Source: an optimization exercise on an open RTL-to-GDS flow (aim: small area). Production flows keep margins and buffers that such runs may drop. In this exercise RTL edits were held to simulation tests only and were not proved equivalent to the original. Power and IR drop assume default switching activity.

// ChordMachine2
module ChordMachine2 (
	input         CLOCK_50,
	input         reset,
	input  [3:0]  KEY,
	input  [9:0]  SW,
	input  [17:0] keyBus,
	output [31:0] mix_out,
	output [5:0]  LEDR
);
	localparam integer clock = 50000000;
	localparam [20:0] C3  = clock/131;
	localparam [20:0] Eb3 = clock/156;
	localparam [20:0] F3  = clock/175;
	localparam [20:0] G3  = clock/196;
	localparam [20:0] C5  = clock/523;
	localparam [20:0] Eb5 = clock/622;
	localparam [20:0] F5  = clock/698;
	localparam [20:0] Gb5 = clock/740;
	localparam [20:0] G5  = clock/784;
	localparam [20:0] Bb5 = clock/932;
	localparam [20:0] C6  = clock/1047;
	localparam [20:0] Eb6 = clock/1244;
	localparam [20:0] F6  = clock/1397;
	wire squareEn = SW[9];
	wire triEn    = SW[8];
	wire sawEn    = SW[7];
	wire phaseEn  = SW[6];
	wire loopEn   = SW[5];
	reg sawEn_d, sawPEn_d, triEn_d, triPEn_d;
	always @(posedge CLOCK_50) begin
		if (reset) begin
			sawEn_d <= 1'b0; sawPEn_d <= 1'b0; triEn_d <= 1'b0; triPEn_d <= 1'b0;
		end else begin
			sawEn_d <= sawEn; sawPEn_d <= sawEn & phaseEn;
			triEn_d <= triEn; triPEn_d <= triEn & phaseEn;
		end
	end
	wire sqPEn = squareEn & phaseEn;
	reg rst_d;
	always @(posedge CLOCK_50) rst_d <= reset;
	wire rstSaw = reset | rst_d;
	wire [3:0] finalOutBus;
	wire [31:0] v0, v1, v2, v3, v0k, v1k, v2k, v3k, v4k, v5k, v6k, v7k, v8k;
	noteVoice #(C3)  n0 (CLOCK_50, rstSaw, reset, finalOutBus[0], squareEn, sqPEn, sawEn_d, sawPEn_d, triEn_d, triPEn_d, v0);
	noteVoice #(Eb3) n1 (CLOCK_50, rstSaw, reset, finalOutBus[1], squareEn, sqPEn, sawEn_d, sawPEn_d, triEn_d, triPEn_d, v1);
  ...
==> flow/config.mk <==
export PLATFORM = sky130hd
export DESIGN_NAME = ChordMachine2
export DESIGN_NICKNAME = ChordMachine2
export VERILOG_FILES = /design/flow/design.v
export SDC_FILE = /design/flow/constraint.sdc
export NUM_CORES = 4
export LEC_CHECK = 0
export CAP_MARGIN = 20
export CORE_MARGIN = 2
export CORE_UTILIZATION = 80
export CTS_BUF_LIST = sky130_fd_sc_hd__clkbuf_16 sky130_fd_sc_hd__clkbuf_8
export CTS_CLUSTER_DIAMETER = 100
export CTS_CLUSTER_SIZE = 20
export PLACE_DENSITY = 0.86
export SLEW_MARGIN = 20
==> flow/constraint.sdc <==
create_clock -name core_clock -period 20.0 [get_ports {CLOCK_50}]
set_input_delay 4.0000 -clock core_clock [delete_from_list [all_inputs] [get_ports {CLOCK_50}]]
set_output_delay 4.0000 -clock core_clock [all_outputs]
set_load 0.01 [all_outputs]
standard.sh (not shown) runs the stock make flow with config.mk's settings and CLKGATE_MAP_FILE= SYNTH_SCRIPT=/design/flow/synth_recipe.tcl, a recipe that flattens the netlist after the stock synthesis.
==> flow/flow/run.sh <==
#!/bin/bash
# Layout: the standard ORFS flow (standard.sh) with two changes:
#  - the ports are buffered with sky130_fd_sc_hd__buf_1 cells (repair_design
#    resizes them where needed) instead of the default port buffer;
#  - clock tree synthesis inserts no dummy loads.
# The full make output goes to standard.log; ORFS keeps each step's log
# under orfs/logs/.
set -euo pipefail
bash standard.sh \
  "BUFFER_PORTS_ARGS=-buffer_cell sky130_fd_sc_hd__buf_1" \
  "CTS_ARGS=-sink_clustering_enable -repair_clock_nets -sink_clustering_size 20 -sink_clustering_max_diameter 100 -buf_list {sky130_fd_sc_hd__clkbuf_16 sky130_fd_sc_hd__clkbuf_8} -dont_use_dummy_load" \
  finish > standard.log 2>&1
==> next run, changes <==
==> flow/flow/run.sh (replaced) <==
#!/bin/bash
# Layout: the standard ORFS flow (standard.sh) with these changes:
#  - the ports are buffered with sky130_fd_sc_hd__buf_1 cells (repair_design
#    resizes them where needed) instead of the default port buffer;
#  - clock tree synthesis inserts no dummy loads.
# The full make output goes to standard.log; ORFS keeps each step's log
# under orfs/logs/.
set -euo pipefail
bash standard.sh \
  REMOVE_ABC_BUFFERS=1 \
  "BUFFER_PORTS_ARGS=-buffer_cell sky130_fd_sc_hd__buf_1" \
  "CTS_ARGS=-sink_clustering_enable -repair_clock_nets -sink_clustering_size 24 -sink_clustering_max_diameter 100 -buf_list {sky130_fd_sc_hd__clkbuf_16 sky130_fd_sc_hd__clkbuf_8} -dont_use_dummy_load" \
  finish > standard.log 2>&1
Settings changed: CTS_CLUSTER_SIZE 20 to 24, GPL_TIMING_DRIVEN set to 0.
The changed run completed without violations.
Maximum frequency is lower by 0.57%.
Register-to-register slack gets worse by 0.45 ns.
Final cell count is lower by 0.68%.
Worst setup slack gets worse by 0.095 ns.
Non-clock buffer count is lower by 49.
Power is higher by 0.38%.
Die area is unchanged.
==> next run, changes <==
==> flow/flow/run.sh (replaced) <==
#!/bin/bash
# Layout: the standard ORFS flow (standard.sh) with these changes:
#  - the ports are buffered with sky130_fd_sc_hd__buf_1 cells (repair_design
#    resizes them where needed) instead of the default port buffer;
#  - clock tree synthesis inserts no dummy loads;
#  - after global route, gates on paths with positive slack are downsized.
# The full make output goes to standard.log; ORFS keeps each step's log
# under orfs/logs/.
set -euo pipefail
bash standard.sh \
  REMOVE_ABC_BUFFERS=1 \
  RECOVER_POWER=100 \
  "BUFFER_PORTS_ARGS=-buffer_cell sky130_fd_sc_hd__buf_1" \
  "CTS_ARGS=-sink_clustering_enable -repair_clock_nets -sink_clustering_size 24 -sink_clustering_max_diameter 100 -buf_list {sky130_fd_sc_hd__clkbuf_16 sky130_fd_sc_hd__clkbuf_8} -dont_use_dummy_load" \
  finish > standard.log 2>&1
Settings changed: CAP_MARGIN 20 to 5, SLEW_MARGIN 20 to 5.
What happened:
- The new run produced a layout that fails on capacitance limit, slew limit
- design area goes down by 0.46%
- total power goes down by 0.67%
- synthesized cell count does not change
- worst hold slack gets better by 0.0035 ns
- critical path depth goes up by 2
- routed wire length is about the same
- count of clock-buffer cells in the layout does not change
- first-iteration DRC count goes down by 1.6%
- fmax goes down by 4.2%
- worst setup slack gets worse by 0.74 ns
- via count goes up by 0.34%

## re-timing with driven ports
How much do the figures lean on ideal ports? The routed layouts below were timed once more, with nothing changed but the port constraints. Step 1: set_driving_cell puts a clkbuf_16 on CLOCK_50 and a buf_2 on each other input, an assumption about the parent block. Step 2 moves the port delays by t, midway between the first and last clock arrival at a register: inputs arrive t later, outputs are due t later. That takes back most of the time a late clock gives input paths. Three values: ideal ports, drivers, drivers and shift; two values: the first two.
run	t (ns)	slack for setup (ns)	hold slack, ns	worst setup path at the end	worst data-port slew with drivers (ns)
the first run	0.763	3.385 / 3.359 / 3.359	0.426 / 0.426 / 0.426	input to output	0.07
the second run	0.769	3.290 / 3.265 / 3.265	0.433 / 0.433 / 0.433	input to output	0.13
the third run	0.755	2.551 / 2.528 / 2.528	0.437 / 0.437 / 0.437	input to output	0.11
The setup slack of the first run, which loses most, moves by -0.026 ns with the drivers and by -0.026 ns with both steps.
